Source: an optimization exercise on an open RTL-to-GDS flow (aim: small area, a short achievable clock period and few clock cycles). Production flows keep margins and buffers that such runs may drop.
At most, simulation tests tie the RTL to the original design; equivalence was not proved.
For run 2, only the layout was checked, not whether the RTL still works.
Power figures rest on the tool's default switching activity, not on a simulated workload.

==> flow/design.v <==
module encrpytion        
    # (parameter k = 32)(
    input clk,               
    input rst,               
    input en,                
    input [k-1:0]a,          
    input [2*k-1:0]n,        
    input [k:0]e,            
    output [k-1:0]cipher,    
    output reg ready_flag    
    );
reg  [k-1:0] R;          
reg  [k-1:0] P;          
reg  [k-1:0] Ni;         
reg          bq;         
reg  [4:0]   cnt;        
reg  [4:0]   idx;        
reg          ebit;       
reg          sq;         
reg          run;        
assign cipher = R;
reg  [4:0] idx0;
integer i;
always @(*) begin
    idx0 = 5'd0;
    for (i = 1; i <= k; i = i + 1)
        if (e[i]) idx0 = i - 1;
end
wire [k+2:0] x  = {2'b00, P, 1'b0};
wire [k+2:0] y  = {3'b000, bq ? R : {k{1'b0}}};
wire [k+2:0] z1 = {3'b111, Ni};           
wire [k+2:0] z2 = {2'b11, Ni, 1'b1};      
wire [k+2:0] s1 = x ^ y ^ z1;
wire [k+2:0] c1 = (x & y) | (x & z1) | (y & z1);
wire [k+2:0] s2 = x ^ y ^ z2;
wire [k+2:0] c2 = (x & y) | (x & z2) | (y & z2);
wire [34:0] ad0_p0 = x ^ y;
wire [34:0] ad0_g0 = x & y;
wire [34:0] ad0_G0 = {ad0_g0[34:1], ad0_g0[0] | (ad0_p0[0] & 1'b0)};
wire [34:0] ad0_P0 = ad0_p0;
wire ad0_g1_1 = ad0_G0[1] | (ad0_P0[1] & ad0_G0[0]);
wire ad0_p1_1 = ad0_P0[1] & ad0_P0[0];
wire ad0_g1_3 = ad0_G0[3] | (ad0_P0[3] & ad0_G0[2]);
wire ad0_p1_3 = ad0_P0[3] & ad0_P0[2];
wire ad0_g1_5 = ad0_G0[5] | (ad0_P0[5] & ad0_G0[4]);
wire ad0_p1_5 = ad0_P0[5] & ad0_P0[4];
wire ad0_g1_7 = ad0_G0[7] | (ad0_P0[7] & ad0_G0[6]);
wire ad0_p1_7 = ad0_P0[7] & ad0_P0[6];
wire ad0_g1_9 = ad0_G0[9] | (ad0_P0[9] & ad0_G0[8]);
wire ad0_p1_9 = ad0_P0[9] & ad0_P0[8];
wire ad0_g1_11 = ad0_G0[11] | (ad0_P0[11] & ad0_G0[10]);
wire ad0_p1_11 = ad0_P0[11] & ad0_P0[10];
wire ad0_g1_13 = ad0_G0[13] | (ad0_P0[13] & ad0_G0[12]);
wire ad0_p1_13 = ad0_P0[13] & ad0_P0[12];
wire ad0_g1_15 = ad0_G0[15] | (ad0_P0[15] & ad0_G0[14]);
wire ad0_p1_15 = ad0_P0[15] & ad0_P0[14];
wire ad0_g1_17 = ad0_G0[17] | (ad0_P0[17] & ad0_G0[16]);
wire ad0_p1_17 = ad0_P0[17] & ad0_P0[16];
wire ad0_g1_19 = ad0_G0[19] | (ad0_P0[19] & ad0_G0[18]);
wire ad0_p1_19 = ad0_P0[19] & ad0_P0[18];
wire ad0_g1_21 = ad0_G0[21] | (ad0_P0[21] & ad0_G0[20]);
wire ad0_p1_21 = ad0_P0[21] & ad0_P0[20];
wire ad0_g1_23 = ad0_G0[23] | (ad0_P0[23] & ad0_G0[22]);
wire ad0_p1_23 = ad0_P0[23] & ad0_P0[22];
wire ad0_g1_25 = ad0_G0[25] | (ad0_P0[25] & ad0_G0[24]);
wire ad0_p1_25 = ad0_P0[25] & ad0_P0[24];
wire ad0_g1_27 = ad0_G0[27] | (ad0_P0[27] & ad0_G0[26]);
wire ad0_p1_27 = ad0_P0[27] & ad0_P0[26];
wire ad0_g1_29 = ad0_G0[29] | (ad0_P0[29] & ad0_G0[28]);
wire ad0_p1_29 = ad0_P0[29] & ad0_P0[28];
wire ad0_g1_31 = ad0_G0[31] | (ad0_P0[31] & ad0_G0[30]);
wire ad0_p1_31 = ad0_P0[31] & ad0_P0[30];
wire ad0_g1_33 = ad0_G0[33] | (ad0_P0[33] & ad0_G0[32]);
wire ad0_p1_33 = ad0_P0[33] & ad0_P0[32];
wire ad0_g2_2 = ad0_G0[2] | (ad0_P0[2] & ad0_g1_1);
wire ad0_p2_2 = ad0_P0[2] & ad0_p1_1;
wire ad0_g2_3 = ad0_g1_3 | (ad0_p1_3 & ad0_g1_1);
wire ad0_p2_3 = ad0_p1_3 & ad0_p1_1;
wire ad0_g2_6 = ad0_G0[6] | (ad0_P0[6] & ad0_g1_5);
wire ad0_p2_6 = ad0_P0[6] & ad0_p1_5;
wire ad0_g2_7 = ad0_g1_7 | (ad0_p1_7 & ad0_g1_5);
wire ad0_p2_7 = ad0_p1_7 & ad0_p1_5;
wire ad0_g2_10 = ad0_G0[10] | (ad0_P0[10] & ad0_g1_9);
wire ad0_p2_10 = ad0_P0[10] & ad0_p1_9;
wire ad0_g2_11 = ad0_g1_11 | (ad0_p1_11 & ad0_g1_9);
wire ad0_p2_11 = ad0_p1_11 & ad0_p1_9;
wire ad0_g2_14 = ad0_G0[14] | (ad0_P0[14] & ad0_g1_13);
wire ad0_p2_14 = ad0_P0[14] & ad0_p1_13;
wire ad0_g2_15 = ad0_g1_15 | (ad0_p1_15 & ad0_g1_13);
wire ad0_p2_15 = ad0_p1_15 & ad0_p1_13;
wire ad0_g2_18 = ad0_G0[18] | (ad0_P0[18] & ad0_g1_17);
wire ad0_p2_18 = ad0_P0[18] & ad0_p1_17;
wire ad0_g2_19 = ad0_g1_19 | (ad0_p1_19 & ad0_g1_17);
wire ad0_p2_19 = ad0_p1_19 & ad0_p1_17;
wire ad0_g2_22 = ad0_G0[22] | (ad0_P0[22] & ad0_g1_21);
wire ad0_p2_22 = ad0_P0[22] & ad0_p1_21;
wire ad0_g2_23 = ad0_g1_23 | (ad0_p1_23 & ad0_g1_21);
wire ad0_p2_23 = ad0_p1_23 & ad0_p1_21;
wire ad0_g2_26 = ad0_G0[26] | (ad0_P0[26] & ad0_g1_25);
wire ad0_p2_26 = ad0_P0[26] & ad0_p1_25;
wire ad0_g2_27 = ad0_g1_27 | (ad0_p1_27 & ad0_g1_25);
wire ad0_p2_27 = ad0_p1_27 & ad0_p1_25;
wire ad0_g2_30 = ad0_G0[30] | (ad0_P0[30] & ad0_g1_29);
wire ad0_p2_30 = ad0_P0[30] & ad0_p1_29;
wire ad0_g2_31 = ad0_g1_31 | (ad0_p1_31 & ad0_g1_29);
wire ad0_p2_31 = ad0_p1_31 & ad0_p1_29;
wire ad0_g2_34 = ad0_G0[34] | (ad0_P0[34] & ad0_g1_33);
wire ad0_p2_34 = ad0_P0[34] & ad0_p1_33;
wire ad0_g3_4 = ad0_G0[4] | (ad0_P0[4] & ad0_g2_3);
wire ad0_p3_4 = ad0_P0[4] & ad0_p2_3;
wire ad0_g3_5 = ad0_g1_5 | (ad0_p1_5 & ad0_g2_3);
wire ad0_p3_5 = ad0_p1_5 & ad0_p2_3;
wire ad0_g3_6 = ad0_g2_6 | (ad0_p2_6 & ad0_g2_3);
wire ad0_p3_6 = ad0_p2_6 & ad0_p2_3;
wire ad0_g3_7 = ad0_g2_7 | (ad0_p2_7 & ad0_g2_3);
wire ad0_p3_7 = ad0_p2_7 & ad0_p2_3;
wire ad0_g3_12 = ad0_G0[12] | (ad0_P0[12] & ad0_g2_11);
wire ad0_p3_12 = ad0_P0[12] & ad0_p2_11;
wire ad0_g3_13 = ad0_g1_13 | (ad0_p1_13 & ad0_g2_11);
wire ad0_p3_13 = ad0_p1_13 & ad0_p2_11;
wire ad0_g3_14 = ad0_g2_14 | (ad0_p2_14 & ad0_g2_11);
wire ad0_p3_14 = ad0_p2_14 & ad0_p2_11;
wire ad0_g3_15 = ad0_g2_15 | (ad0_p2_15 & ad0_g2_11);
wire ad0_p3_15 = ad0_p2_15 & ad0_p2_11;
wire ad0_g3_20 = ad0_G0[20] | (ad0_P0[20] & ad0_g2_19);
wire ad0_p3_20 = ad0_P0[20] & ad0_p2_19;
wire ad0_g3_21 = ad0_g1_21 | (ad0_p1_21 & ad0_g2_19);
wire ad0_p3_21 = ad0_p1_21 & ad0_p2_19;
wire ad0_g3_22 = ad0_g2_22 | (ad0_p2_22 & ad0_g2_19);
wire ad0_p3_22 = ad0_p2_22 & ad0_p2_19;
wire ad0_g3_23 = ad0_g2_23 | (ad0_p2_23 & ad0_g2_19);
wire ad0_p3_23 = ad0_p2_23 & ad0_p2_19;
wire ad0_g3_28 = ad0_G0[28] | (ad0_P0[28] & ad0_g2_27);
wire ad0_p3_28 = ad0_P0[28] & ad0_p2_27;
wire ad0_g3_29 = ad0_g1_29 | (ad0_p1_29 & ad0_g2_27);
wire ad0_p3_29 = ad0_p1_29 & ad0_p2_27;
wire ad0_g3_30 = ad0_g2_30 | (ad0_p2_30 & ad0_g2_27);
wire ad0_p3_30 = ad0_p2_30 & ad0_p2_27;
wire ad0_g3_31 = ad0_g2_31 | (ad0_p2_31 & ad0_g2_27);
wire ad0_p3_31 = ad0_p2_31 & ad0_p2_27;
wire ad0_g4_8 = ad0_G0[8] | (ad0_P0[8] & ad0_g3_7);
wire ad0_p4_8 = ad0_P0[8] & ad0_p3_7;
wire ad0_g4_9 = ad0_g1_9 | (ad0_p1_9 & ad0_g3_7);
wire ad0_p4_9 = ad0_p1_9 & ad0_p3_7;
wire ad0_g4_10 = ad0_g2_10 | (ad0_p2_10 & ad0_g3_7);
wire ad0_p4_10 = ad0_p2_10 & ad0_p3_7;
wire ad0_g4_11 = ad0_g2_11 | (ad0_p2_11 & ad0_g3_7);
wire ad0_p4_11 = ad0_p2_11 & ad0_p3_7;
wire ad0_g4_12 = ad0_g3_12 | (ad0_p3_12 & ad0_g3_7);
wire ad0_p4_12 = ad0_p3_12 & ad0_p3_7;
wire ad0_g4_13 = ad0_g3_13 | (ad0_p3_13 & ad0_g3_7);
wire ad0_p4_13 = ad0_p3_13 & ad0_p3_7;
wire ad0_g4_14 = ad0_g3_14 | (ad0_p3_14 & ad0_g3_7);
wire ad0_p4_14 = ad0_p3_14 & ad0_p3_7;
wire ad0_g4_15 = ad0_g3_15 | (ad0_p3_15 & ad0_g3_7);
wire ad0_p4_15 = ad0_p3_15 & ad0_p3_7;
wire ad0_g4_24 = ad0_G0[24] | (ad0_P0[24] & ad0_g3_23);
wire ad0_p4_24 = ad0_P0[24] & ad0_p3_23;
wire ad0_g4_25 = ad0_g1_25 | (ad0_p1_25 & ad0_g3_23);
wire ad0_p4_25 = ad0_p1_25 & ad0_p3_23;
wire ad0_g4_26 = ad0_g2_26 | (ad0_p2_26 & ad0_g3_23);
wire ad0_p4_26 = ad0_p2_26 & ad0_p3_23;
wire ad0_g4_27 = ad0_g2_27 | (ad0_p2_27 & ad0_g3_23);
wire ad0_p4_27 = ad0_p2_27 & ad0_p3_23;
wire ad0_g4_28 = ad0_g3_28 | (ad0_p3_28 & ad0_g3_23);
wire ad0_p4_28 = ad0_p3_28 & ad0_p3_23;
wire ad0_g4_29 = ad0_g3_29 | (ad0_p3_29 & ad0_g3_23);
wire ad0_p4_29 = ad0_p3_29 & ad0_p3_23;
wire ad0_g4_30 = ad0_g3_30 | (ad0_p3_30 & ad0_g3_23);
wire ad0_p4_30 = ad0_p3_30 & ad0_p3_23;
wire ad0_g4_31 = ad0_g3_31 | (ad0_p3_31 & ad0_g3_23);
wire ad0_p4_31 = ad0_p3_31 & ad0_p3_23;
wire ad0_g5_16 = ad0_G0[16] | (ad0_P0[16] & ad0_g4_15);
wire ad0_p5_16 = ad0_P0[16] & ad0_p4_15;
wire ad0_g5_17 = ad0_g1_17 | (ad0_p1_17 & ad0_g4_15);
wire ad0_p5_17 = ad0_p1_17 & ad0_p4_15;
wire ad0_g5_18 = ad0_g2_18 | (ad0_p2_18 & ad0_g4_15);
wire ad0_p5_18 = ad0_p2_18 & ad0_p4_15;
wire ad0_g5_19 = ad0_g2_19 | (ad0_p2_19 & ad0_g4_15);
wire ad0_p5_19 = ad0_p2_19 & ad0_p4_15;
wire ad0_g5_20 = ad0_g3_20 | (ad0_p3_20 & ad0_g4_15);
wire ad0_p5_20 = ad0_p3_20 & ad0_p4_15;
wire ad0_g5_21 = ad0_g3_21 | (ad0_p3_21 & ad0_g4_15);
wire ad0_p5_21 = ad0_p3_21 & ad0_p4_15;
wire ad0_g5_22 = ad0_g3_22 | (ad0_p3_22 & ad0_g4_15);
wire ad0_p5_22 = ad0_p3_22 & ad0_p4_15;
wire ad0_g5_23 = ad0_g3_23 | (ad0_p3_23 & ad0_g4_15);
wire ad0_p5_23 = ad0_p3_23 & ad0_p4_15;
wire ad0_g5_24 = ad0_g4_24 | (ad0_p4_24 & ad0_g4_15);
wire ad0_p5_24 = ad0_p4_24 & ad0_p4_15;
wire ad0_g5_25 = ad0_g4_25 | (ad0_p4_25 & ad0_g4_15);
wire ad0_p5_25 = ad0_p4_25 & ad0_p4_15;
wire ad0_g5_26 = ad0_g4_26 | (ad0_p4_26 & ad0_g4_15);
wire ad0_p5_26 = ad0_p4_26 & ad0_p4_15;
wire ad0_g5_27 = ad0_g4_27 | (ad0_p4_27 & ad0_g4_15);
wire ad0_p5_27 = ad0_p4_27 & ad0_p4_15;
wire ad0_g5_28 = ad0_g4_28 | (ad0_p4_28 & ad0_g4_15);
wire ad0_p5_28 = ad0_p4_28 & ad0_p4_15;
wire ad0_g5_29 = ad0_g4_29 | (ad0_p4_29 & ad0_g4_15);
wire ad0_p5_29 = ad0_p4_29 & ad0_p4_15;
wire ad0_g5_30 = ad0_g4_30 | (ad0_p4_30 & ad0_g4_15);
wire ad0_p5_30 = ad0_p4_30 & ad0_p4_15;
wire ad0_g5_31 = ad0_g4_31 | (ad0_p4_31 & ad0_g4_15);
wire ad0_p5_31 = ad0_p4_31 & ad0_p4_15;
wire ad0_g6_32 = ad0_G0[32] | (ad0_P0[32] & ad0_g5_31);
wire ad0_p6_32 = ad0_P0[32] & ad0_p5_31;
wire ad0_g6_33 = ad0_g1_33 | (ad0_p1_33 & ad0_g5_31);
wire ad0_p6_33 = ad0_p1_33 & ad0_p5_31;
wire ad0_g6_34 = ad0_g2_34 | (ad0_p2_34 & ad0_g5_31);
wire ad0_p6_34 = ad0_p2_34 & ad0_p5_31;
wire [34:0] t0 = ad0_p0 ^ {ad0_g6_33, ad0_g6_32, ad0_g5_31, ad0_g5_30, ad0_g5_29, ad0_g5_28, ad0_g5_27, ad0_g5_26, ad0_g5_25, ad0_g5_24, ad0_g5_23, ad0_g5_22, ad0_g5_21, ad0_g5_20, ad0_g5_19, ad0_g5_18, ad0_g5_17, ad0_g5_16, ad0_g4_15, ad0_g4_14, ad0_g4_13, ad0_g4_12, ad0_g4_11, ad0_g4_10, ad0_g4_9, ad0_g4_8, ad0_g3_7, ad0_g3_6, ad0_g3_5, ad0_g3_4, ad0_g2_3, ad0_g2_2, ad0_g1_1, ad0_G0[0], 1'b0};
wire [34:0] ad1_p0 = s1 ^ {c1[k+1:0], 1'b0};
wire [34:0] ad1_g0 = s1 & {c1[k+1:0], 1'b0};
wire [34:0] ad1_G0 = {ad1_g0[34:1], ad1_g0[0] | (ad1_p0[0] & 1'b1)};
wire [34:0] ad1_P0 = ad1_p0;
wire ad1_g1_1 = ad1_G0[1] | (ad1_P0[1] & ad1_G0[0]);
wire ad1_p1_1 = ad1_P0[1] & ad1_P0[0];
wire ad1_g1_3 = ad1_G0[3] | (ad1_P0[3] & ad1_G0[2]);
wire ad1_p1_3 = ad1_P0[3] & ad1_P0[2];
wire ad1_g1_5 = ad1_G0[5] | (ad1_P0[5] & ad1_G0[4]);
wire ad1_p1_5 = ad1_P0[5] & ad1_P0[4];
wire ad1_g1_7 = ad1_G0[7] | (ad1_P0[7] & ad1_G0[6]);
wire ad1_p1_7 = ad1_P0[7] & ad1_P0[6];
wire ad1_g1_9 = ad1_G0[9] | (ad1_P0[9] & ad1_G0[8]);
wire ad1_p1_9 = ad1_P0[9] & ad1_P0[8];
wire ad1_g1_11 = ad1_G0[11] | (ad1_P0[11] & ad1_G0[10]);
wire ad1_p1_11 = ad1_P0[11] & ad1_P0[10];
wire ad1_g1_13 = ad1_G0[13] | (ad1_P0[13] & ad1_G0[12]);
wire ad1_p1_13 = ad1_P0[13] & ad1_P0[12];
wire ad1_g1_15 = ad1_G0[15] | (ad1_P0[15] & ad1_G0[14]);
wire ad1_p1_15 = ad1_P0[15] & ad1_P0[14];
wire ad1_g1_17 = ad1_G0[17] | (ad1_P0[17] & ad1_G0[16]);
wire ad1_p1_17 = ad1_P0[17] & ad1_P0[16];
wire ad1_g1_19 = ad1_G0[19] | (ad1_P0[19] & ad1_G0[18]);
wire ad1_p1_19 = ad1_P0[19] & ad1_P0[18];
wire ad1_g1_21 = ad1_G0[21] | (ad1_P0[21] & ad1_G0[20]);
wire ad1_p1_21 = ad1_P0[21] & ad1_P0[20];
wire ad1_g1_23 = ad1_G0[23] | (ad1_P0[23] & ad1_G0[22]);
wire ad1_p1_23 = ad1_P0[23] & ad1_P0[22];
wire ad1_g1_25 = ad1_G0[25] | (ad1_P0[25] & ad1_G0[24]);
wire ad1_p1_25 = ad1_P0[25] & ad1_P0[24];
wire ad1_g1_27 = ad1_G0[27] | (ad1_P0[27] & ad1_G0[26]);
wire ad1_p1_27 = ad1_P0[27] & ad1_P0[26];
wire ad1_g1_29 = ad1_G0[29] | (ad1_P0[29] & ad1_G0[28]);
wire ad1_p1_29 = ad1_P0[29] & ad1_P0[28];
wire ad1_g1_31 = ad1_G0[31] | (ad1_P0[31] & ad1_G0[30]);
wire ad1_p1_31 = ad1_P0[31] & ad1_P0[30];
wire ad1_g1_33 = ad1_G0[33] | (ad1_P0[33] & ad1_G0[32]);
wire ad1_p1_33 = ad1_P0[33] & ad1_P0[32];
wire ad1_g2_2 = ad1_G0[2] | (ad1_P0[2] & ad1_g1_1);
wire ad1_p2_2 = ad1_P0[2] & ad1_p1_1;
wire ad1_g2_3 = ad1_g1_3 | (ad1_p1_3 & ad1_g1_1);
wire ad1_p2_3 = ad1_p1_3 & ad1_p1_1;
wire ad1_g2_6 = ad1_G0[6] | (ad1_P0[6] & ad1_g1_5);
wire ad1_p2_6 = ad1_P0[6] & ad1_p1_5;
wire ad1_g2_7 = ad1_g1_7 | (ad1_p1_7 & ad1_g1_5);
wire ad1_p2_7 = ad1_p1_7 & ad1_p1_5;
wire ad1_g2_10 = ad1_G0[10] | (ad1_P0[10] & ad1_g1_9);
wire ad1_p2_10 = ad1_P0[10] & ad1_p1_9;
wire ad1_g2_11 = ad1_g1_11 | (ad1_p1_11 & ad1_g1_9);
wire ad1_p2_11 = ad1_p1_11 & ad1_p1_9;
wire ad1_g2_14 = ad1_G0[14] | (ad1_P0[14] & ad1_g1_13);
wire ad1_p2_14 = ad1_P0[14] & ad1_p1_13;
wire ad1_g2_15 = ad1_g1_15 | (ad1_p1_15 & ad1_g1_13);
wire ad1_p2_15 = ad1_p1_15 & ad1_p1_13;
wire ad1_g2_18 = ad1_G0[18] | (ad1_P0[18] & ad1_g1_17);
wire ad1_p2_18 = ad1_P0[18] & ad1_p1_17;
wire ad1_g2_19 = ad1_g1_19 | (ad1_p1_19 & ad1_g1_17);
wire ad1_p2_19 = ad1_p1_19 & ad1_p1_17;
wire ad1_g2_22 = ad1_G0[22] | (ad1_P0[22] & ad1_g1_21);
wire ad1_p2_22 = ad1_P0[22] & ad1_p1_21;
wire ad1_g2_23 = ad1_g1_23 | (ad1_p1_23 & ad1_g1_21);
wire ad1_p2_23 = ad1_p1_23 & ad1_p1_21;
wire ad1_g2_26 = ad1_G0[26] | (ad1_P0[26] & ad1_g1_25);
wire ad1_p2_26 = ad1_P0[26] & ad1_p1_25;
wire ad1_g2_27 = ad1_g1_27 | (ad1_p1_27 & ad1_g1_25);
wire ad1_p2_27 = ad1_p1_27 & ad1_p1_25;
wire ad1_g2_30 = ad1_G0[30] | (ad1_P0[30] & ad1_g1_29);
wire ad1_p2_30 = ad1_P0[30] & ad1_p1_29;
wire ad1_g2_31 = ad1_g1_31 | (ad1_p1_31 & ad1_g1_29);
wire ad1_p2_31 = ad1_p1_31 & ad1_p1_29;
wire ad1_g2_34 = ad1_G0[34] | (ad1_P0[34] & ad1_g1_33);
wire ad1_p2_34 = ad1_P0[34] & ad1_p1_33;
wire ad1_g3_4 = ad1_G0[4] | (ad1_P0[4] & ad1_g2_3);
wire ad1_p3_4 = ad1_P0[4] & ad1_p2_3;
wire ad1_g3_5 = ad1_g1_5 | (ad1_p1_5 & ad1_g2_3);
wire ad1_p3_5 = ad1_p1_5 & ad1_p2_3;
wire ad1_g3_6 = ad1_g2_6 | (ad1_p2_6 & ad1_g2_3);
wire ad1_p3_6 = ad1_p2_6 & ad1_p2_3;
wire ad1_g3_7 = ad1_g2_7 | (ad1_p2_7 & ad1_g2_3);
wire ad1_p3_7 = ad1_p2_7 & ad1_p2_3;
wire ad1_g3_12 = ad1_G0[12] | (ad1_P0[12] & ad1_g2_11);
wire ad1_p3_12 = ad1_P0[12] & ad1_p2_11;
wire ad1_g3_13 = ad1_g1_13 | (ad1_p1_13 & ad1_g2_11);
wire ad1_p3_13 = ad1_p1_13 & ad1_p2_11;
wire ad1_g3_14 = ad1_g2_14 | (ad1_p2_14 & ad1_g2_11);
wire ad1_p3_14 = ad1_p2_14 & ad1_p2_11;
wire ad1_g3_15 = ad1_g2_15 | (ad1_p2_15 & ad1_g2_11);
wire ad1_p3_15 = ad1_p2_15 & ad1_p2_11;
wire ad1_g3_20 = ad1_G0[20] | (ad1_P0[20] & ad1_g2_19);
wire ad1_p3_20 = ad1_P0[20] & ad1_p2_19;
wire ad1_g3_21 = ad1_g1_21 | (ad1_p1_21 & ad1_g2_19);
wire ad1_p3_21 = ad1_p1_21 & ad1_p2_19;
wire ad1_g3_22 = ad1_g2_22 | (ad1_p2_22 & ad1_g2_19);
wire ad1_p3_22 = ad1_p2_22 & ad1_p2_19;
wire ad1_g3_23 = ad1_g2_23 | (ad1_p2_23 & ad1_g2_19);
wire ad1_p3_23 = ad1_p2_23 & ad1_p2_19;
wire ad1_g3_28 = ad1_G0[28] | (ad1_P0[28] & ad1_g2_27);
wire ad1_p3_28 = ad1_P0[28] & ad1_p2_27;
wire ad1_g3_29 = ad1_g1_29 | (ad1_p1_29 & ad1_g2_27);
wire ad1_p3_29 = ad1_p1_29 & ad1_p2_27;
wire ad1_g3_30 = ad1_g2_30 | (ad1_p2_30 & ad1_g2_27);
wire ad1_p3_30 = ad1_p2_30 & ad1_p2_27;
wire ad1_g3_31 = ad1_g2_31 | (ad1_p2_31 & ad1_g2_27);
wire ad1_p3_31 = ad1_p2_31 & ad1_p2_27;
wire ad1_g4_8 = ad1_G0[8] | (ad1_P0[8] & ad1_g3_7);
wire ad1_p4_8 = ad1_P0[8] & ad1_p3_7;
wire ad1_g4_9 = ad1_g1_9 | (ad1_p1_9 & ad1_g3_7);
wire ad1_p4_9 = ad1_p1_9 & ad1_p3_7;
wire ad1_g4_10 = ad1_g2_10 | (ad1_p2_10 & ad1_g3_7);
wire ad1_p4_10 = ad1_p2_10 & ad1_p3_7;
wire ad1_g4_11 = ad1_g2_11 | (ad1_p2_11 & ad1_g3_7);
wire ad1_p4_11 = ad1_p2_11 & ad1_p3_7;
wire ad1_g4_12 = ad1_g3_12 | (ad1_p3_12 & ad1_g3_7);
wire ad1_p4_12 = ad1_p3_12 & ad1_p3_7;
wire ad1_g4_13 = ad1_g3_13 | (ad1_p3_13 & ad1_g3_7);
wire ad1_p4_13 = ad1_p3_13 & ad1_p3_7;
wire ad1_g4_14 = ad1_g3_14 | (ad1_p3_14 & ad1_g3_7);
wire ad1_p4_14 = ad1_p3_14 & ad1_p3_7;
wire ad1_g4_15 = ad1_g3_15 | (ad1_p3_15 & ad1_g3_7);
wire ad1_p4_15 = ad1_p3_15 & ad1_p3_7;
wire ad1_g4_24 = ad1_G0[24] | (ad1_P0[24] & ad1_g3_23);
wire ad1_p4_24 = ad1_P0[24] & ad1_p3_23;
wire ad1_g4_25 = ad1_g1_25 | (ad1_p1_25 & ad1_g3_23);
wire ad1_p4_25 = ad1_p1_25 & ad1_p3_23;
wire ad1_g4_26 = ad1_g2_26 | (ad1_p2_26 & ad1_g3_23);
wire ad1_p4_26 = ad1_p2_26 & ad1_p3_23;
wire ad1_g4_27 = ad1_g2_27 | (ad1_p2_27 & ad1_g3_23);
wire ad1_p4_27 = ad1_p2_27 & ad1_p3_23;
wire ad1_g4_28 = ad1_g3_28 | (ad1_p3_28 & ad1_g3_23);
wire ad1_p4_28 = ad1_p3_28 & ad1_p3_23;
wire ad1_g4_29 = ad1_g3_29 | (ad1_p3_29 & ad1_g3_23);
wire ad1_p4_29 = ad1_p3_29 & ad1_p3_23;
wire ad1_g4_30 = ad1_g3_30 | (ad1_p3_30 & ad1_g3_23);
wire ad1_p4_30 = ad1_p3_30 & ad1_p3_23;
wire ad1_g4_31 = ad1_g3_31 | (ad1_p3_31 & ad1_g3_23);
wire ad1_p4_31 = ad1_p3_31 & ad1_p3_23;
wire ad1_g5_16 = ad1_G0[16] | (ad1_P0[16] & ad1_g4_15);
wire ad1_p5_16 = ad1_P0[16] & ad1_p4_15;
wire ad1_g5_17 = ad1_g1_17 | (ad1_p1_17 & ad1_g4_15);
wire ad1_p5_17 = ad1_p1_17 & ad1_p4_15;
wire ad1_g5_18 = ad1_g2_18 | (ad1_p2_18 & ad1_g4_15);
wire ad1_p5_18 = ad1_p2_18 & ad1_p4_15;
wire ad1_g5_19 = ad1_g2_19 | (ad1_p2_19 & ad1_g4_15);
wire ad1_p5_19 = ad1_p2_19 & ad1_p4_15;
wire ad1_g5_20 = ad1_g3_20 | (ad1_p3_20 & ad1_g4_15);
wire ad1_p5_20 = ad1_p3_20 & ad1_p4_15;
wire ad1_g5_21 = ad1_g3_21 | (ad1_p3_21 & ad1_g4_15);
wire ad1_p5_21 = ad1_p3_21 & ad1_p4_15;
wire ad1_g5_22 = ad1_g3_22 | (ad1_p3_22 & ad1_g4_15);
wire ad1_p5_22 = ad1_p3_22 & ad1_p4_15;
wire ad1_g5_23 = ad1_g3_23 | (ad1_p3_23 & ad1_g4_15);
wire ad1_p5_23 = ad1_p3_23 & ad1_p4_15;
wire ad1_g5_24 = ad1_g4_24 | (ad1_p4_24 & ad1_g4_15);
wire ad1_p5_24 = ad1_p4_24 & ad1_p4_15;
wire ad1_g5_25 = ad1_g4_25 | (ad1_p4_25 & ad1_g4_15);
wire ad1_p5_25 = ad1_p4_25 & ad1_p4_15;
wire ad1_g5_26 = ad1_g4_26 | (ad1_p4_26 & ad1_g4_15);
wire ad1_p5_26 = ad1_p4_26 & ad1_p4_15;
wire ad1_g5_27 = ad1_g4_27 | (ad1_p4_27 & ad1_g4_15);
wire ad1_p5_27 = ad1_p4_27 & ad1_p4_15;
wire ad1_g5_28 = ad1_g4_28 | (ad1_p4_28 & ad1_g4_15);
wire ad1_p5_28 = ad1_p4_28 & ad1_p4_15;
wire ad1_g5_29 = ad1_g4_29 | (ad1_p4_29 & ad1_g4_15);
wire ad1_p5_29 = ad1_p4_29 & ad1_p4_15;
wire ad1_g5_30 = ad1_g4_30 | (ad1_p4_30 & ad1_g4_15);
wire ad1_p5_30 = ad1_p4_30 & ad1_p4_15;
wire ad1_g5_31 = ad1_g4_31 | (ad1_p4_31 & ad1_g4_15);
wire ad1_p5_31 = ad1_p4_31 & ad1_p4_15;
wire ad1_g6_32 = ad1_G0[32] | (ad1_P0[32] & ad1_g5_31);
wire ad1_p6_32 = ad1_P0[32] & ad1_p5_31;
wire ad1_g6_33 = ad1_g1_33 | (ad1_p1_33 & ad1_g5_31);
wire ad1_p6_33 = ad1_p1_33 & ad1_p5_31;
wire ad1_g6_34 = ad1_g2_34 | (ad1_p2_34 & ad1_g5_31);
wire ad1_p6_34 = ad1_p2_34 & ad1_p5_31;
wire [34:0] t1 = ad1_p0 ^ {ad1_g6_33, ad1_g6_32, ad1_g5_31, ad1_g5_30, ad1_g5_29, ad1_g5_28, ad1_g5_27, ad1_g5_26, ad1_g5_25, ad1_g5_24, ad1_g5_23, ad1_g5_22, ad1_g5_21, ad1_g5_20, ad1_g5_19, ad1_g5_18, ad1_g5_17, ad1_g5_16, ad1_g4_15, ad1_g4_14, ad1_g4_13, ad1_g4_12, ad1_g4_11, ad1_g4_10, ad1_g4_9, ad1_g4_8, ad1_g3_7, ad1_g3_6, ad1_g3_5, ad1_g3_4, ad1_g2_3, ad1_g2_2, ad1_g1_1, ad1_G0[0], 1'b1};
wire [34:0] ad2_p0 = s2 ^ {c2[k+1:0], 1'b0};
wire [34:0] ad2_g0 = s2 & {c2[k+1:0], 1'b0};
wire [34:0] ad2_G0 = {ad2_g0[34:1], ad2_g0[0] | (ad2_p0[0] & 1'b1)};
wire [34:0] ad2_P0 = ad2_p0;
wire ad2_g1_1 = ad2_G0[1] | (ad2_P0[1] & ad2_G0[0]);
wire ad2_p1_1 = ad2_P0[1] & ad2_P0[0];
wire ad2_g1_3 = ad2_G0[3] | (ad2_P0[3] & ad2_G0[2]);
wire ad2_p1_3 = ad2_P0[3] & ad2_P0[2];
wire ad2_g1_5 = ad2_G0[5] | (ad2_P0[5] & ad2_G0[4]);
wire ad2_p1_5 = ad2_P0[5] & ad2_P0[4];
wire ad2_g1_7 = ad2_G0[7] | (ad2_P0[7] & ad2_G0[6]);
wire ad2_p1_7 = ad2_P0[7] & ad2_P0[6];
wire ad2_g1_9 = ad2_G0[9] | (ad2_P0[9] & ad2_G0[8]);
wire ad2_p1_9 = ad2_P0[9] & ad2_P0[8];
wire ad2_g1_11 = ad2_G0[11] | (ad2_P0[11] & ad2_G0[10]);
wire ad2_p1_11 = ad2_P0[11] & ad2_P0[10];
wire ad2_g1_13 = ad2_G0[13] | (ad2_P0[13] & ad2_G0[12]);
wire ad2_p1_13 = ad2_P0[13] & ad2_P0[12];
wire ad2_g1_15 = ad2_G0[15] | (ad2_P0[15] & ad2_G0[14]);
wire ad2_p1_15 = ad2_P0[15] & ad2_P0[14];
wire ad2_g1_17 = ad2_G0[17] | (ad2_P0[17] & ad2_G0[16]);
wire ad2_p1_17 = ad2_P0[17] & ad2_P0[16];
wire ad2_g1_19 = ad2_G0[19] | (ad2_P0[19] & ad2_G0[18]);
wire ad2_p1_19 = ad2_P0[19] & ad2_P0[18];
wire ad2_g1_21 = ad2_G0[21] | (ad2_P0[21] & ad2_G0[20]);
wire ad2_p1_21 = ad2_P0[21] & ad2_P0[20];
wire ad2_g1_23 = ad2_G0[23] | (ad2_P0[23] & ad2_G0[22]);
wire ad2_p1_23 = ad2_P0[23] & ad2_P0[22];
wire ad2_g1_25 = ad2_G0[25] | (ad2_P0[25] & ad2_G0[24]);
wire ad2_p1_25 = ad2_P0[25] & ad2_P0[24];
wire ad2_g1_27 = ad2_G0[27] | (ad2_P0[27] & ad2_G0[26]);
wire ad2_p1_27 = ad2_P0[27] & ad2_P0[26];
wire ad2_g1_29 = ad2_G0[29] | (ad2_P0[29] & ad2_G0[28]);
wire ad2_p1_29 = ad2_P0[29] & ad2_P0[28];
wire ad2_g1_31 = ad2_G0[31] | (ad2_P0[31] & ad2_G0[30]);
wire ad2_p1_31 = ad2_P0[31] & ad2_P0[30];
wire ad2_g1_33 = ad2_G0[33] | (ad2_P0[33] & ad2_G0[32]);
wire ad2_p1_33 = ad2_P0[33] & ad2_P0[32];
wire ad2_g2_2 = ad2_G0[2] | (ad2_P0[2] & ad2_g1_1);
wire ad2_p2_2 = ad2_P0[2] & ad2_p1_1;
wire ad2_g2_3 = ad2_g1_3 | (ad2_p1_3 & ad2_g1_1);
wire ad2_p2_3 = ad2_p1_3 & ad2_p1_1;
wire ad2_g2_6 = ad2_G0[6] | (ad2_P0[6] & ad2_g1_5);
wire ad2_p2_6 = ad2_P0[6] & ad2_p1_5;
wire ad2_g2_7 = ad2_g1_7 | (ad2_p1_7 & ad2_g1_5);
wire ad2_p2_7 = ad2_p1_7 & ad2_p1_5;
wire ad2_g2_10 = ad2_G0[10] | (ad2_P0[10] & ad2_g1_9);
wire ad2_p2_10 = ad2_P0[10] & ad2_p1_9;
wire ad2_g2_11 = ad2_g1_11 | (ad2_p1_11 & ad2_g1_9);
wire ad2_p2_11 = ad2_p1_11 & ad2_p1_9;
wire ad2_g2_14 = ad2_G0[14] | (ad2_P0[14] & ad2_g1_13);
wire ad2_p2_14 = ad2_P0[14] & ad2_p1_13;
wire ad2_g2_15 = ad2_g1_15 | (ad2_p1_15 & ad2_g1_13);
wire ad2_p2_15 = ad2_p1_15 & ad2_p1_13;
wire ad2_g2_18 = ad2_G0[18] | (ad2_P0[18] & ad2_g1_17);
wire ad2_p2_18 = ad2_P0[18] & ad2_p1_17;
wire ad2_g2_19 = ad2_g1_19 | (ad2_p1_19 & ad2_g1_17);
wire ad2_p2_19 = ad2_p1_19 & ad2_p1_17;
wire ad2_g2_22 = ad2_G0[22] | (ad2_P0[22] & ad2_g1_21);
wire ad2_p2_22 = ad2_P0[22] & ad2_p1_21;
wire ad2_g2_23 = ad2_g1_23 | (ad2_p1_23 & ad2_g1_21);
wire ad2_p2_23 = ad2_p1_23 & ad2_p1_21;
wire ad2_g2_26 = ad2_G0[26] | (ad2_P0[26] & ad2_g1_25);
wire ad2_p2_26 = ad2_P0[26] & ad2_p1_25;
wire ad2_g2_27 = ad2_g1_27 | (ad2_p1_27 & ad2_g1_25);
wire ad2_p2_27 = ad2_p1_27 & ad2_p1_25;
wire ad2_g2_30 = ad2_G0[30] | (ad2_P0[30] & ad2_g1_29);
wire ad2_p2_30 = ad2_P0[30] & ad2_p1_29;
wire ad2_g2_31 = ad2_g1_31 | (ad2_p1_31 & ad2_g1_29);
wire ad2_p2_31 = ad2_p1_31 & ad2_p1_29;
wire ad2_g2_34 = ad2_G0[34] | (ad2_P0[34] & ad2_g1_33);
wire ad2_p2_34 = ad2_P0[34] & ad2_p1_33;
wire ad2_g3_4 = ad2_G0[4] | (ad2_P0[4] & ad2_g2_3);
wire ad2_p3_4 = ad2_P0[4] & ad2_p2_3;
wire ad2_g3_5 = ad2_g1_5 | (ad2_p1_5 & ad2_g2_3);
wire ad2_p3_5 = ad2_p1_5 & ad2_p2_3;
wire ad2_g3_6 = ad2_g2_6 | (ad2_p2_6 & ad2_g2_3);
wire ad2_p3_6 = ad2_p2_6 & ad2_p2_3;
wire ad2_g3_7 = ad2_g2_7 | (ad2_p2_7 & ad2_g2_3);
wire ad2_p3_7 = ad2_p2_7 & ad2_p2_3;
wire ad2_g3_12 = ad2_G0[12] | (ad2_P0[12] & ad2_g2_11);
wire ad2_p3_12 = ad2_P0[12] & ad2_p2_11;
wire ad2_g3_13 = ad2_g1_13 | (ad2_p1_13 & ad2_g2_11);
wire ad2_p3_13 = ad2_p1_13 & ad2_p2_11;
wire ad2_g3_14 = ad2_g2_14 | (ad2_p2_14 & ad2_g2_11);
wire ad2_p3_14 = ad2_p2_14 & ad2_p2_11;
wire ad2_g3_15 = ad2_g2_15 | (ad2_p2_15 & ad2_g2_11);
wire ad2_p3_15 = ad2_p2_15 & ad2_p2_11;
wire ad2_g3_20 = ad2_G0[20] | (ad2_P0[20] & ad2_g2_19);
wire ad2_p3_20 = ad2_P0[20] & ad2_p2_19;
wire ad2_g3_21 = ad2_g1_21 | (ad2_p1_21 & ad2_g2_19);
wire ad2_p3_21 = ad2_p1_21 & ad2_p2_19;
wire ad2_g3_22 = ad2_g2_22 | (ad2_p2_22 & ad2_g2_19);
wire ad2_p3_22 = ad2_p2_22 & ad2_p2_19;
wire ad2_g3_23 = ad2_g2_23 | (ad2_p2_23 & ad2_g2_19);
wire ad2_p3_23 = ad2_p2_23 & ad2_p2_19;
wire ad2_g3_28 = ad2_G0[28] | (ad2_P0[28] & ad2_g2_27);
wire ad2_p3_28 = ad2_P0[28] & ad2_p2_27;
wire ad2_g3_29 = ad2_g1_29 | (ad2_p1_29 & ad2_g2_27);
wire ad2_p3_29 = ad2_p1_29 & ad2_p2_27;
wire ad2_g3_30 = ad2_g2_30 | (ad2_p2_30 & ad2_g2_27);
wire ad2_p3_30 = ad2_p2_30 & ad2_p2_27;
wire ad2_g3_31 = ad2_g2_31 | (ad2_p2_31 & ad2_g2_27);
wire ad2_p3_31 = ad2_p2_31 & ad2_p2_27;
wire ad2_g4_8 = ad2_G0[8] | (ad2_P0[8] & ad2_g3_7);
wire ad2_p4_8 = ad2_P0[8] & ad2_p3_7;
wire ad2_g4_9 = ad2_g1_9 | (ad2_p1_9 & ad2_g3_7);
wire ad2_p4_9 = ad2_p1_9 & ad2_p3_7;
wire ad2_g4_10 = ad2_g2_10 | (ad2_p2_10 & ad2_g3_7);
wire ad2_p4_10 = ad2_p2_10 & ad2_p3_7;
wire ad2_g4_11 = ad2_g2_11 | (ad2_p2_11 & ad2_g3_7);
wire ad2_p4_11 = ad2_p2_11 & ad2_p3_7;
wire ad2_g4_12 = ad2_g3_12 | (ad2_p3_12 & ad2_g3_7);
wire ad2_p4_12 = ad2_p3_12 & ad2_p3_7;
wire ad2_g4_13 = ad2_g3_13 | (ad2_p3_13 & ad2_g3_7);
wire ad2_p4_13 = ad2_p3_13 & ad2_p3_7;
wire ad2_g4_14 = ad2_g3_14 | (ad2_p3_14 & ad2_g3_7);
wire ad2_p4_14 = ad2_p3_14 & ad2_p3_7;
wire ad2_g4_15 = ad2_g3_15 | (ad2_p3_15 & ad2_g3_7);
wire ad2_p4_15 = ad2_p3_15 & ad2_p3_7;
wire ad2_g4_24 = ad2_G0[24] | (ad2_P0[24] & ad2_g3_23);
wire ad2_p4_24 = ad2_P0[24] & ad2_p3_23;
wire ad2_g4_25 = ad2_g1_25 | (ad2_p1_25 & ad2_g3_23);
wire ad2_p4_25 = ad2_p1_25 & ad2_p3_23;
wire ad2_g4_26 = ad2_g2_26 | (ad2_p2_26 & ad2_g3_23);
wire ad2_p4_26 = ad2_p2_26 & ad2_p3_23;
wire ad2_g4_27 = ad2_g2_27 | (ad2_p2_27 & ad2_g3_23);
wire ad2_p4_27 = ad2_p2_27 & ad2_p3_23;
wire ad2_g4_28 = ad2_g3_28 | (ad2_p3_28 & ad2_g3_23);
wire ad2_p4_28 = ad2_p3_28 & ad2_p3_23;
wire ad2_g4_29 = ad2_g3_29 | (ad2_p3_29 & ad2_g3_23);
wire ad2_p4_29 = ad2_p3_29 & ad2_p3_23;
wire ad2_g4_30 = ad2_g3_30 | (ad2_p3_30 & ad2_g3_23);
wire ad2_p4_30 = ad2_p3_30 & ad2_p3_23;
wire ad2_g4_31 = ad2_g3_31 | (ad2_p3_31 & ad2_g3_23);
wire ad2_p4_31 = ad2_p3_31 & ad2_p3_23;
wire ad2_g5_16 = ad2_G0[16] | (ad2_P0[16] & ad2_g4_15);
wire ad2_p5_16 = ad2_P0[16] & ad2_p4_15;
wire ad2_g5_17 = ad2_g1_17 | (ad2_p1_17 & ad2_g4_15);
wire ad2_p5_17 = ad2_p1_17 & ad2_p4_15;
wire ad2_g5_18 = ad2_g2_18 | (ad2_p2_18 & ad2_g4_15);
wire ad2_p5_18 = ad2_p2_18 & ad2_p4_15;
wire ad2_g5_19 = ad2_g2_19 | (ad2_p2_19 & ad2_g4_15);
wire ad2_p5_19 = ad2_p2_19 & ad2_p4_15;
wire ad2_g5_20 = ad2_g3_20 | (ad2_p3_20 & ad2_g4_15);
wire ad2_p5_20 = ad2_p3_20 & ad2_p4_15;
wire ad2_g5_21 = ad2_g3_21 | (ad2_p3_21 & ad2_g4_15);
wire ad2_p5_21 = ad2_p3_21 & ad2_p4_15;
wire ad2_g5_22 = ad2_g3_22 | (ad2_p3_22 & ad2_g4_15);
wire ad2_p5_22 = ad2_p3_22 & ad2_p4_15;
wire ad2_g5_23 = ad2_g3_23 | (ad2_p3_23 & ad2_g4_15);
wire ad2_p5_23 = ad2_p3_23 & ad2_p4_15;
wire ad2_g5_24 = ad2_g4_24 | (ad2_p4_24 & ad2_g4_15);
wire ad2_p5_24 = ad2_p4_24 & ad2_p4_15;
wire ad2_g5_25 = ad2_g4_25 | (ad2_p4_25 & ad2_g4_15);
wire ad2_p5_25 = ad2_p4_25 & ad2_p4_15;
wire ad2_g5_26 = ad2_g4_26 | (ad2_p4_26 & ad2_g4_15);
wire ad2_p5_26 = ad2_p4_26 & ad2_p4_15;
wire ad2_g5_27 = ad2_g4_27 | (ad2_p4_27 & ad2_g4_15);
wire ad2_p5_27 = ad2_p4_27 & ad2_p4_15;
wire ad2_g5_28 = ad2_g4_28 | (ad2_p4_28 & ad2_g4_15);
wire ad2_p5_28 = ad2_p4_28 & ad2_p4_15;
wire ad2_g5_29 = ad2_g4_29 | (ad2_p4_29 & ad2_g4_15);
wire ad2_p5_29 = ad2_p4_29 & ad2_p4_15;
wire ad2_g5_30 = ad2_g4_30 | (ad2_p4_30 & ad2_g4_15);
wire ad2_p5_30 = ad2_p4_30 & ad2_p4_15;
wire ad2_g5_31 = ad2_g4_31 | (ad2_p4_31 & ad2_g4_15);
wire ad2_p5_31 = ad2_p4_31 & ad2_p4_15;
wire ad2_g6_32 = ad2_G0[32] | (ad2_P0[32] & ad2_g5_31);
wire ad2_p6_32 = ad2_P0[32] & ad2_p5_31;
wire ad2_g6_33 = ad2_g1_33 | (ad2_p1_33 & ad2_g5_31);
wire ad2_p6_33 = ad2_p1_33 & ad2_p5_31;
wire ad2_g6_34 = ad2_g2_34 | (ad2_p2_34 & ad2_g5_31);
wire ad2_p6_34 = ad2_p2_34 & ad2_p5_31;
wire [34:0] t2 = ad2_p0 ^ {ad2_g6_33, ad2_g6_32, ad2_g5_31, ad2_g5_30, ad2_g5_29, ad2_g5_28, ad2_g5_27, ad2_g5_26, ad2_g5_25, ad2_g5_24, ad2_g5_23, ad2_g5_22, ad2_g5_21, ad2_g5_20, ad2_g5_19, ad2_g5_18, ad2_g5_17, ad2_g5_16, ad2_g4_15, ad2_g4_14, ad2_g4_13, ad2_g4_12, ad2_g4_11, ad2_g4_10, ad2_g4_9, ad2_g4_8, ad2_g3_7, ad2_g3_6, ad2_g3_5, ad2_g3_4, ad2_g2_3, ad2_g2_2, ad2_g1_1, ad2_G0[0], 1'b1};
wire [k-1:0] res = !t2[k+2] ? t2[k-1:0] : !t1[k+2] ? t1[k-1:0] : t0[k-1:0];
wire last   = (cnt == 5'd31);
wire domul  = sq & ebit;
wire finish = last & ~domul & (idx == 5'd0);
wire idle   = ~run & ~ready_flag;
always @(posedge clk or posedge rst) begin
    if (rst) begin
        run <= 1'b0;
        ready_flag <= 1'b0;
    end else begin
        run <= en & (idle | (run & ~finish));
        ready_flag <= en & (ready_flag | (run & finish));
    end
end
always @(posedge clk)
    Ni <= ~n[k-1:0];
always @(posedge clk) begin
    ebit <= e[idx];
    P <= (idle | last) ? {k{1'b0}} : res;
    if (idle) begin
        R   <= a;
        bq  <= a[k-1];
        cnt <= 5'd30;
        idx <= idx0;
        sq  <= 1'b1;
    end else if (run) begin
        cnt <= cnt - 5'd1;
        if (last) begin
            R <= res;
            if (domul) begin
                sq <= 1'b0;
                bq <= a[k-1];
            end else begin
                sq  <= 1'b1;
                bq  <= res[k-1];
                idx <= idx - 5'd1;
            end
        end else begin
            bq <= sq ? R[cnt] : a[cnt];
        end
    end
end
endmodule
==> flow/flow/run.sh <==
#!/bin/bash
# Standard ORFS layout (the standard.sh, unchanged synthesis); every
# input and output port still gets its own buffer, but a plain buf_1
# instead of the delay buffer buffer_ports picks by itself.
set -euo pipefail
export BUFFER_PORTS_ARGS="-buffer_cell sky130_fd_sc_hd__buf_1"
bash standard.sh > standard.log 2>&1
==> flow/standard.sh <==
#!/bin/bash
# synth_recipe.tcl (not shown) runs the flow's synth.tcl, then flattens the netlist and writes it again
# the make line also repeats each setting of config.mk as NAME=value (left out here)
make -C /OpenROAD-flow-scripts/flow DESIGN_CONFIG=/design/flow/config.mk WORK_HOME=/design/flow/orfs CLKGATE_MAP_FILE= SYNTH_SCRIPT=/design/flow/synth_recipe.tcl "${@:-finish}"
==> flow/config.mk <==
export PLATFORM = sky130hd
export DESIGN_NAME = encrpytion
export DESIGN_NICKNAME = encrpytion
export VERILOG_FILES = /design/flow/design.v
export SDC_FILE = /design/flow/constraint.sdc
export NUM_CORES = 4
export LEC_CHECK = 0
export ABC_AREA = 1
export CAP_MARGIN = 20
export CORE_MARGIN = 2
export CORE_UTILIZATION = 55
export PLACE_DENSITY = 0.7
export SETUP_SLACK_MARGIN = 5
export SLEW_MARGIN = 20
==> flow/constraint.sdc <==
create_clock -name core_clock -period 10.0 [get_ports {clk}]
set_input_delay 2.0000 -clock core_clock [delete_from_list [all_inputs] [get_ports {clk}]]
set_output_delay 2.0000 -clock core_clock [all_outputs]
set_load 0.01 [all_outputs]
==> impl_metrics.tcl, run 1 <==
set metrics [dict create \
    outcome "timing/DRC/antenna clean" \
    cpMostUsedCell "nand2_2" \
    cts_root_buf "clkbuf_16" \
    arrival_ps 4800 \
    path_depth 24 \
    track_usage_pct 28.5 \
    die_y_um 143 \
    vias_per_cell 5.43 \
    grt_pass1_wl_um 45300 \
    timing.final.crit_share_pct 47.0 \
    power_density_nw_per_um2 355 \
    ctsHoldBuffers 0 \
    tns_ps 0 \
    fmax_ghz 0.213 \
    die_w_um 143 \
    finalNonFillerCells 1755 \
    synth_area_um2 10600 \
    drv_cap 0 \
    drt-initial-drc-count 615 \
    layout_min_cycle_time_ps 4700 \
    holdCritPathClass "reg2reg" \
    dp_cells 1736 \
    drc_errors 0 \
    path_clk_slew_ps 80 \
    endpoint_kind "flip-flop" \
    hpwlAfterDp_um 21500 \
    grt_pass1_vias 9120 \
    ios 165 \
    slowest_stage "edfxtp_1" \
    hold_ws_ps 547 \
    synth-edff-count 38 \
    synth_top_area_share_pct 14.3 \
    drive_gt1_share_pct 5.08 \
    wire_per_inst_um 16.2 \
    rr_worst_depth 24 \
    num_rows 50 \
    critPathKind "reg2reg" \
    crit_fanout 33 \
    cts_buffers 9 \
    finalClockSkew_ps 12.4 \
    coreArea_um2 18800 \
    critPathBufInv 4 \
    fin_nets 1795 \
    synth_area_leader_cell "fa_1" \
    ant_nets 0 \
    crit_family "compound AO/OA/AOI/OAI gates" \
    crit_path_start_kind "flip-flop" \
    wirelength_um 28400 \
    synth.distinct_cells 55 \
    grt_max_degree 42 \
    antenna_found_initial 0 \
    report.final.slew_viol_count 0 \
    worstMarginPinSlew_ps 901 \
    first_pass_iters 5 \
    place.gp.congestion 0.891 \
    yosysWarnings 1 \
    path_cells "buf_4 > nand2_1 > inv_1 > fa_1 > ha_1 > a21oi_1 > nand2_2 > nand2_2 > nand2_2 > nand2_2 > nand2_2 > a21oi_2 > o21a_4 > o21ai_4 > inv_2 > o21ai_2 > nand2_1 > nand2_1 > nand2_2 > nand2_4 > inv_6 > nand3_1 > o21ai_1 > o21ai_1" \
    avgSynthCellArea_um2 7.72 \
    seq_area_frac_synth_pct 24.6 \
    worst_ep_required_time_ps 10100 \
    dieArea_um2 20400 \
    leakagePower_nw 5.65 \
    fin_util_pct 61.6 \
    portBuffers 132 \
    fillers 1756 \
    setup_viol 0 \
    hold_viol 0 \
    holdPathStages 1 \
    clock-sinks 111 \
    synth.ff_latch_count 111 \
    async_flop_share_pct 1.80 \
    slew_headroom_pct 39.9 \
    rsz0062_at_grt "true" \
    synth_nets 1682 \
    via_count 9538 \
    initial_core_util_pct 56.4 \
    synthFlopType "dfxtp_1" \
    ys_top_cells_by_area "fa_1, dfxtp_1, ha_1" \
    area_growth_pct 9.22 \
    insertion_delay_ps 370 \
    clk_path_buf_depth 2 \
    cts-htree-levels 3 \
    diodes 0 \
    gr-total-overflow 0 \
    netlist_instances 1377 \
    cts_tree "built" \
    critical-path-max-stage-delay_ps 560 \
    irDropWorstVdd_uv 168 \
]
## Yosys cell counts (all sizes together), types with 2 or more instances
master    n
nor2    156
o22ai    10
a221oi    4
nor3     14
dfxtp    71
ha       97
nand2   258
clkbuf   26
o21bai    3
a21o      2
o21ai   133
fa       76
buf      14
inv     203
a211oi    4
a22oi     4
a31oi    11
xnor2    25
o221ai    4
xor2     25
nand3    60
and2      2
nand4     6
o21a      5
a21oi    88
nor4      2
dfrtp     2
o211ai   13
edfxtp   38
or2      13
## state kept, by name, indices dropped and copies added, names as in the netlist
signal / flops
Ni: 32
P: 32
R: 32
bq: 1
cnt: 5
ebit: 1
idx: 5
ready_flag: 1
run: 1
sq: 1
## cell families (layout without fill, tap and decap cells)
family	count (synthesis)	count (layout)	synth area share [%]
flip-flops	111	111	24.6
XOR/XNOR	50	50	4.12
adder cells (fa/ha/maj)	173	173	25.7
AO/OA/AOI/OAI	286	286	16.0
AND/OR/NAND/NOR	513	514	20.3
buffers and inverters	244	361	9.29
## final timing paths
path	start	to	slack [ps]
worst min register to register	cnt[4]	cnt[4]	550
worst max-delay path	bq	R[28]	5300
min in group asynchronous	rst	ready_flag	1450
worst min-delay path	cnt[4]	cnt[4]	550
max in group asynchronous	rst	run	8440
worst max register to register	bq	R[28]	5300
## layout make-up
| type | instances | area [um^2] | area share, % |
|---|---|---|---|
| clock buffers | 15 | 258 | 2.22 |
| inverters | 204 | 773 | 6.66 |
| multi-input cells | 1023 | 7040 | 60.7 |
| flip-flops and latches | 111 | 2610 | 22.5 |
| well taps | 260 | 325 | 2.80 |
| repair buffers | 141 | 563 | 4.85 |
| clock inverters | 1 | 30.0 | 0.259 |
## stage by stage
stage	area [um^2]	total power, mW	setup slack, ps
finish	11600	4.12	5300
global route	11600	4.56	4970
global placement	11300	3.61	4800
floorplan	10600	3.06	6160
detailed placement	11300	3.68	4780
CTS	11600	4.09	5260
## per-layer routing
metal | up-vias | part of all wire (%) | GRT usage (%)
met5 | - | 0 | 0
met4 | 0 | 2.6 | 9.22
met3 | 57 | 7.2 | 4.69
met2 | 344 | 46 | 46.3
met1 | 4412 | 45 | 38.8
li1 | 4725 | - | -
## cell usage in the layout (no fill, tap or decap), types with 11 or more instances in the layout
cell	instances
a21oi_1	85
a31oi_1	11
buf_1	132
dfxtp_1	71
edfxtp_1	38
fa_1	76
ha_1	97
inv_1	198
nand2_1	246
nand3_1	56
nor2_1	154
nor3_1	14
o21ai_0	98
o21ai_1	27
or2_2	13
xnor2_1	25
xor2_1	25
## report_power, final
part | total, mW | switching [mW] | internal (mW)
combinational | 2.96 | 1.81 | 1.14
sequential | 0.790 | 0.157 | 0.633
clock | 0.375 | 0.172 | 0.202
## worst reg2reg max path: stages (launching register included)
cell and delay [ps]:
edfxtp_1 560, buf_4 220, nand2_1 50, inv_1 130, fa_1 450, ha_1 340, a21oi_1 170, nand2_2 100
nand2_2 70, nand2_2 60, nand2_2 60, nand2_2 80, a21oi_2 290, o21a_4 250, o21ai_4 100, inv_2 110
o21ai_2 70, nand2_1 80, nand2_1 60, nand2_2 70, nand2_4 280, inv_6 430, nand3_1 140, o21ai_1 160
o21ai_1 90
## timing repair
| item | CTS | global route |
|---|---|---|
| buffers inserted | 2 | 0 |
| setup endpoints to repair | 44 | 33 |
| endpoints found under the hold margin | 0 | 0 |
| resized for setup | 1 | 1 |
| gates cloned | 0 | 1 |
Testbench counts, summed over its fixed seeds: cycles 6,240.
==> run 2, diff against run 1 <==
--- a/flow/design.v
+++ b/flow/design.v
@@ -18,14 +18,8 @@
 reg          ebit;       
 reg          sq;         
 reg          run;        
+reg          srch;       
 assign cipher = R;
-reg  [4:0] idx0;
-integer i;
-always @(*) begin
-    idx0 = 5'd0;
-    for (i = 1; i <= k; i = i + 1)
-        if (e[i]) idx0 = i - 1;
-end
 wire [k+2:0] x  = {2'b00, P, 1'b0};
 wire [k+2:0] y  = {3'b000, bq ? R : {k{1'b0}}};
 wire [k+2:0] z1 = {3'b111, Ni};           
@@ -579,13 +573,18 @@
     ebit <= e[idx];
     P <= (idle | last) ? {k{1'b0}} : res;
     if (idle) begin
-        R   <= a;
-        bq  <= a[k-1];
-        cnt <= 5'd30;
-        idx <= idx0;
-        sq  <= 1'b1;
+        R    <= a;
+        bq   <= a[k-1];
+        cnt  <= 5'd30;
+        idx  <= e[k] ? 5'd31 : 5'd30;
+        srch <= ~e[k] & ~e[k-1];
+        sq   <= 1'b1;
     end else if (run) begin
         cnt <= cnt - 5'd1;
+        if (srch) begin
+            idx  <= idx - 5'd1;
+            srch <= ~e[idx];
+        end
         if (last) begin
             R <= res;
             if (domul) begin
==> run 2 against run 1 <==
  * Final area rose by 9.9%
  * Via count rose by 17%
  * Total power rose by 2.6%
  * Die area rose by 10%
  * Area after synthesis rose by 10%
  * Sequential share of layout area fell by 1.8 points
  * Largest power group unchanged
  * Sequential power fell by 6.5%
  * Routed wire length rose by 14%
  * Core utilization fell by 0.78 points
  * Largest cell class unchanged
  * Clock power rose by 6.1%
  * Clock skew rose by 0.61 ps
  * Setup slack improved by 43 ps
==> impl_metrics.tcl, run 2 <==
set metrics [dict create \
    gr-total-overflow 0 \
    ios 165 \
    cts_root_buf "clkbuf_16" \
    grt_pass1_vias 10624 \
    drt-initial-drc-count 922 \
    portBuffers 132 \
    rsz0062_at_grt "false" \
    area_growth_pct 8.74 \
    slew_headroom_pct 26.8 \
    place.gp.congestion 0.882 \
    timing.final.crit_share_pct 46.6 \
    drc_errors 0 \
    die_y_um 150 \
    setup_viol 0 \
    clock-sinks 112 \
    power_density_nw_per_um2 332 \
    path_clk_slew_ps 90 \
    coreArea_um2 21000 \
    synth_area_leader_cell "nand2_1" \
    placed_cell_area_um2 12400 \
    crit_path_start_kind "flip-flop" \
    num_rows 53 \
    insertion_delay_ps 370 \
    r2r_start "bq" \
    cts_tree "built" \
    async_flop_share_pct 1.79 \
    drive_gt1_share_pct 3.72 \
    endpoint_kind "flip-flop" \
    synth_common_cells "nand2_1, inv_1, nand3_1, nor2_1, a21oi_1" \
    via_count 11117 \
    hp-start "cnt[4]" \
    netlist_instances 1692 \
    slowest_stage "a21oi_4" \
    drv_cap 0 \
    wirelength_um 32300 \
    hpwlAfterDp_um 24900 \
    synth_top_area_share_pct 14.0 \
    synth-edff-count 39 \
    track_usage_pct 29.9 \
    layout_min_cycle_time_ps 4660 \
    mostFrequentLayoutCells "nand2_1, inv_1, buf_1, nand3_1, nor2_1" \
    ant_nets 0 \
    path_cells "buf_4 > buf_4 > nand2_1 > fa_1 > inv_1 > ha_1 > a21oi_2 > o21ai_1 > a21oi_1 > nand2_1 > a21oi_2 > nand2_4 > a21oi_4 > nand3_1 > nand3_1 > nand2_1" \
    yosysMostFrequentCell "nand2_1" \
    arrival_ps 4780 \
    synth.ff_latch_count 112 \
    first_pass_iters 5 \
    synth_nets 1991 \
    die_w_um 150 \
    antenna_found_initial 0 \
    critPathKind "reg2reg" \
    fin_nets 2097 \
    cts_buffers 9 \
    diodes 0 \
    seq_area_frac_synth_pct 22.5 \
    fillers 2036 \
    crit_fanout 30 \
    largestRegisters "Ni: 32 flops, P: 32 flops, R: 32 flops" \
    yosysWarnings 1 \
    irDropWorstVdd_uv 125 \
    fmax_ghz 0.215 \
    synth_area_um2 11700 \
    worst_ep_required_time_ps 10120 \
    hold_viol 0 \
    tns_ps 0 \
    ys_top_cells_by_area "nand2_1, fa_1, dfxtp_1" \
    final_cell_area_um2 12800 \
    avgSynthCellArea_um2 6.93 \
    grt_pass1_wl_um 53000 \
    wire_per_inst_um 15.6 \
    dieArea_um2 22500 \
    finalClockSkew_ps 13.0 \
    crit_family "compound AO/OA/AOI/OAI gates" \
    synthFlopType "dfxtp_1" \
    initial_core_util_pct 56.0 \
    holdCritPathClass "reg2reg" \
    outcome "timing/DRC/antenna clean" \
    report.final.slew_viol_count 0 \
    cpMostUsedCell "nand2_1" \
    cts-htree-levels 3 \
    synth.distinct_cells 47 \
    final_common_cell "nand2_1" \
    vias_per_cell 5.35 \
    grt_max_degree 48 \
    critical-path-max-stage-delay_ps 850 \
    clk_path_buf_depth 2 \
    critPathBufInv 3 \
    leakagePower_nw 6.84 \
    startpoint "bq" \
    worstMarginPinSlew_ps 1100 \
]
==> run 2: worst paths after layout <==
path	to	slack, ps	cells after the start
setup / recovery	R[18]	5340	16
hold / removal	cnt[4]	540	2
setup reg to reg	R[18]	5340	16
hold reg to reg	cnt[4]	540	2
max in group asynchronous	ready_flag	8460	2
min in group asynchronous	run	1430	2
==> run 2: kinds of logic (layout without fill, tap and decap cells) <==
kind of cell	after synthesis	after routing	share of synthesized area, %
and+or+nand+nor	764	764	28.0
buffers and inverters	351	462	11.7
AOI/OAI and AO/OA	271	271	13.3
adders and majority gates	167	167	22.4
DFF	112	112	22.5
xor gates and xnor gates	27	27	2.02
==> run 2: worst reg2reg max path, stage by stage (launching register included) <==
cell      delay [ps]
edfxtp_1         360
buf_4            140
buf_4            290
nand2_1          190
fa_1             510
inv_1             40
ha_1             330
a21oi_2          190
o21ai_1          200
a21oi_1          190
nand2_1          260
a21oi_2          290
nand2_4           90
a21oi_4          850
nand3_1          250
nand3_1          180
nand2_1           60
==> run 2: area by class of cell <==
| class | instances | area (um^2) | share of cell area, % |
|---|---|---|---|
| Clock buffer | 9 | 225 | 1.77 |
| Clock inverter | 7 | 86.3 | 0.677 |
| Inverter | 304 | 1150 | 8.99 |
| Multi-Input combinational cell | 1229 | 7720 | 60.6 |
| Sequential cell | 112 | 2640 | 20.7 |
| Tap cell | 275 | 344 | 2.70 |
| Timing Repair Buffer | 142 | 583 | 4.57 |
==> run 2: repair_timing <==
item	CTS	global route
gates resized for setup	2	1
buffers inserted	3	0
hold buffers	0	0
endpoints found under the setup margin	58	14
cloned	0	0
pin swaps	0	0
==> run 2: metrics by stage <==
step	total power [mW]	util [%]	std cells	hold WS, ps	setup WS, ps
6_report	4.23	60.9	2078	536	5340
5_1_grt	4.71	60.9	2078	554	5110
4_1_cts	4.21	60.8	2078	528	5330
3_5_place_dp	3.77	59.1	2059	515	4570
3_3_place_gp	3.71	59.1	2059	506	4550
2_1_floorplan	3.09	-	1692	480	6250
==> run 2: power by group <==
group / leakage, nW / total [mW] / switching [mW] / internal (mW)
registers: 1.01 / 0.739 / 0.118 / 0.621
logic: 5.68 / 3.09 / 1.99 / 1.10
clock network: 0.150 / 0.398 / 0.197 / 0.201
==> run 2: routing by layer <==
layer | up-vias | part of all wire, % | track usage, %
li1 | 5610 | - | -
met1 | 5000 | 44 | 41.4
met2 | 447 | 44 | 47.6
met3 | 60 | 8.9 | 5.67
met4 | 0 | 2.8 | 9.25
met5 | - | 0 | 0

re-timing with driven ports:
No port has a modelled driver above. Below, the same layouts with a new extraction and two added sets of constraints. Step 1 (the two cells are an assumption about what drives the block):
set clk [get_ports {clk}]
set_driving_cell -lib_cell sky130_fd_sc_hd__clkbuf_16 $clk
set_driving_cell -lib_cell sky130_fd_sc_hd__buf_2 [delete_from_list [all_inputs] $clk]
Step 2, shift: input delay + t, output delay - t, t = (earliest + latest rising clock arrival at the registers) / 2. This alone moves slack from input paths to output paths. Three values: ideal, step 1, step 2; two values: the first two.
| run | shift t [ns] | setup slack, ns | worst setup path after step 2 | latest minus earliest clock arrival (ns) |
|---|---|---|---|---|
| run 1 | 0.409 | 5.295 / 5.295 / 5.295 | register to register | 0.012 / 0.012 |
| run 2 | 0.414 | 5.338 / 5.338 / 5.338 | register to register | 0.013 / 0.013 |
After both steps every run listed still meets setup and hold.
